This design comes from an exercise in tuning for small area, a short achievable clock period and few clock cycles on the open sky130 flow, not from production work. At most, simulation tests tie the RTL to the original design; equivalence was not proved. Power figures rest on the tool's default switching activity, not on a simulated workload.

==> flow/design.v (excerpt) <==
module convolution
(
output [4:0] memX_addr,
input      [7:0] dataX,
output [4:0] memY_addr,
input      [7:0] dataY,
input start,
output [15:0] dataZ,
output [5:0] memZ_addr,
output writeZ,
input      [4:0] sizeX,
input      [4:0] sizeY,
input            shape,
output busy,
output done,
input clk,
input rst_n
);
Size in the first run: ~560 cells after synthesis, roughly 95 flip-flops.
export LEC_CHECK = 0
export ABC_CLOCK_PERIOD_IN_PS = 2500
export CAP_MARGIN = 20
export CORE_MARGIN = 2
export CORE_UTILIZATION = 55
export CTS_BUF_LIST = sky130_fd_sc_hd__clkbuf_8
export PLACE_DENSITY = 0.7
export SETUP_SLACK_MARGIN = 3.3
export SLEW_MARGIN = 20
create_clock -name core_clock -period 6.0 [get_ports {clk}]
standard.sh (not shown) runs the stock make flow with config.mk's settings and CLKGATE_MAP_FILE= SYNTH_SCRIPT=/design/flow/synth_recipe.tcl, a recipe that flattens the netlist after the stock synthesis.
==> flow/flow/run.sh <==
#!/bin/bash
# Own flow: the standard layout, with small buffers on the ports and a lighter clock tree.
export BUFFER_PORTS_ARGS="-buffer_cell sky130_fd_sc_hd__buf_1"
export CTS_ARGS="-sink_clustering_enable -repair_clock_nets -buf_list sky130_fd_sc_hd__clkbuf_8 -dont_use_dummy_load"
bash standard.sh finish > standard.log 2>&1
Testbench counts at the start, summed over its fixed seeds: cycles 40,586.
Next try:
--- a/flow/design.v
+++ b/flow/design.v
@@ -19,24 +19,25 @@
    reg        done_r;     
    reg        act;        
    reg        on;         
    reg        l1, l2, l3, wz;
    reg        f1, f2, f3;
    reg [4:0]  lo;
    reg [4:0]  j, i;
    reg        dir, fst;
    reg [7:0]  xr, yr;
    reg [15:0] ps, pc;
    wire [15:0] ms, mc;
-   reg [7:0]  acc_lo, acc_hi;    
-   reg        cy;                
+   reg [11:0] acc_lo;            
+   reg [3:0]  acc_hi;            
+   reg        cy;
    reg [5:0]  zaddr;
    reg [4:0] lo_t, him1_t;
    reg       empty_t;
    always @(*) begin
       case (sizeX)
          5'd1: lo_t = 5'd29;
          5'd2: lo_t = 5'd29;
          5'd3: lo_t = 5'd30;
          5'd4: lo_t = 5'd30;
          5'd5: lo_t = 5'd31;
          5'd6: lo_t = 5'd31;
@@ -155,24 +156,24 @@
    wire corner = j_top & i_top;
    wire adv  = on ? lastK : 1'b1;
    wire rsel = on ? dir : 1'b1;
    wire jdec = ~adv & dir;
    wire jinc = (~adv & ~dir) | (adv & (rsel ? i_top : ~j_top));
    wire idec = ~adv & ~dir;
    wire iinc = (~adv & dir) | (adv & (rsel ? ~i_top : j_top));
    wire [15:0] accg = f3 ? 16'd0 : {acc_hi, acc_lo};
    wire        cyg  = ~f3 & cy;
    wire [15:0] as   = accg ^ ps ^ pc;
    wire [15:0] ac   = (accg & ps) | (accg & pc) | (ps & pc);
-   wire [8:0]  sum_lo = {1'b0, as[7:0]} + {1'b0, ac[6:0], 1'b0};
-   wire [7:0]  sum_hi = as[15:8] + ac[14:7] + {7'd0, cyg};
+   wire [12:0] sum_lo = {1'b0, as[11:0]} + {1'b0, ac[10:0], 1'b0};
+   wire [3:0]  sum_hi = as[15:12] + ac[14:11] + {3'd0, cyg};
    always @(posedge clk or negedge rst_n) begin
       if (!rst_n) begin
          done_r <= 1'b1;
          act    <= 1'b0;
          on     <= 1'b0;
          l1 <= 1'b0; l2 <= 1'b0; l3 <= 1'b0;
          wz <= 1'b0;
       end else begin
          if (done_r) begin
             if (start) begin
                done_r <= 1'b0;
@@ -218,24 +219,24 @@
             if (adv) dir <= on & ~dir;
             fst <= adv;
          end
          if (wz | (act & ~on & ~at_lo)) zaddr <= zaddr + 6'd1;
       end
       lo <= lo_t;
       f1 <= fst; f2 <= f1; f3 <= f2;
       xr  <= dataX;
       yr  <= dataY;
       ps  <= ms;
       pc  <= mc;
-      acc_lo <= sum_lo[7:0];
-      cy     <= sum_lo[8];
+      acc_lo <= sum_lo[11:0];
+      cy     <= sum_lo[12];
       acc_hi <= sum_hi;
    end
    wire m_pp0_0 = xr[0] & yr[0];
    wire m_pp0_1 = xr[0] & yr[1];
    wire m_pp0_2 = xr[0] & yr[2];
    wire m_pp0_3 = xr[0] & yr[3];
    wire m_pp0_4 = xr[0] & yr[4];
    wire m_pp0_5 = xr[0] & yr[5];
    wire m_pp0_6 = xr[0] & yr[6];
    wire m_pp0_7 = xr[0] & yr[7];
    wire m_pp1_0 = xr[1] & yr[0];
@@ -459,16 +460,16 @@
    assign m_79 = m_56 ^ m_57 ^ m_pp7_4;
    assign m_80 = (m_56 & m_57) | (m_56 & m_pp7_4) | (m_57 & m_pp7_4);
    assign m_81 = m_58 ^ m_59 ^ m_pp7_5;
    assign m_82 = (m_58 & m_59) | (m_58 & m_pp7_5) | (m_59 & m_pp7_5);
    assign m_83 = m_60 ^ m_pp6_7 ^ m_pp7_6;
    assign m_84 = (m_60 & m_pp6_7) | (m_60 & m_pp7_6) | (m_pp6_7 & m_pp7_6);
    assign ms = {1'b0, m_84, m_82, m_80, m_78, m_76, m_74, m_72, m_70, m_68, m_66, m_64, m_62, m_61, m_pp0_1, m_pp0_0};
    assign mc = {1'b0, m_pp7_7, m_83, m_81, m_79, m_77, m_75, m_73, m_71, m_69, m_67, m_65, m_63, m_pp2_0, m_pp1_0, 1'b0};
    assign memX_addr = j;
    assign memY_addr = i;
    assign memZ_addr = zaddr;
-   assign dataZ     = {acc_hi + {7'd0, cy}, acc_lo};
+   assign dataZ     = {acc_hi + {3'd0, cy}, acc_lo};
    assign writeZ    = wz;
    assign done      = done_r;
    assign busy      = ~done_r;
 endmodule
Effect: Synthesized area rose by 1.8%. Hold slack stays flat. Worst setup slack improved by 0.081 ns. Combinational power is higher by about 10%. Maximum frequency grows by 2.9%. Cell area increases by 2.8%. Register-to-register slack is about the same. Count of clock-buffer cells in the layout does not change. Global-route usage increases by 0.72 points. Sequential power is about the same. Synthesized cell count went up by 5.8%.
Only the layout flow was run in the second run of this note; the RTL was not checked for function there.

==> afterwards: timing with drivers on the ports <==
The results above use ideal ports. As a check the final layouts listed here were re-extracted and re-timed, cells and wires unchanged. Step 1 (the two cells are an assumption about what drives the block):
set clk [get_ports {clk}]
set_driving_cell -lib_cell sky130_fd_sc_hd__clkbuf_16 $clk
set_driving_cell -lib_cell sky130_fd_sc_hd__buf_2 [delete_from_list [all_inputs] $clk]
Step 2 also shifts input and output timing later by t, the mid clock arrival at the registers, as if the neighbouring blocks saw the same clock. a / b / c = ideal / step 1 / step 2; a / b = the first two.
run | t (ns) | setup slack, ns | latest minus earliest clock arrival (ns) | worst data-port slew with drivers (ns) | pins driven straight from the clock port
the first run | 0.381 | 3.159 / 3.126 / 2.882 | 0.021 / 0.020 | 0.06 | 1
the second run | 0.379 | 3.239 / 3.199 / 2.820 | 0.013 / 0.013 | 0.10 | 1
After both steps every run listed still meets setup and hold. The setup slack of the second run, which loses most, moves by -0.040 ns with the drivers and by -0.419 ns with both steps.
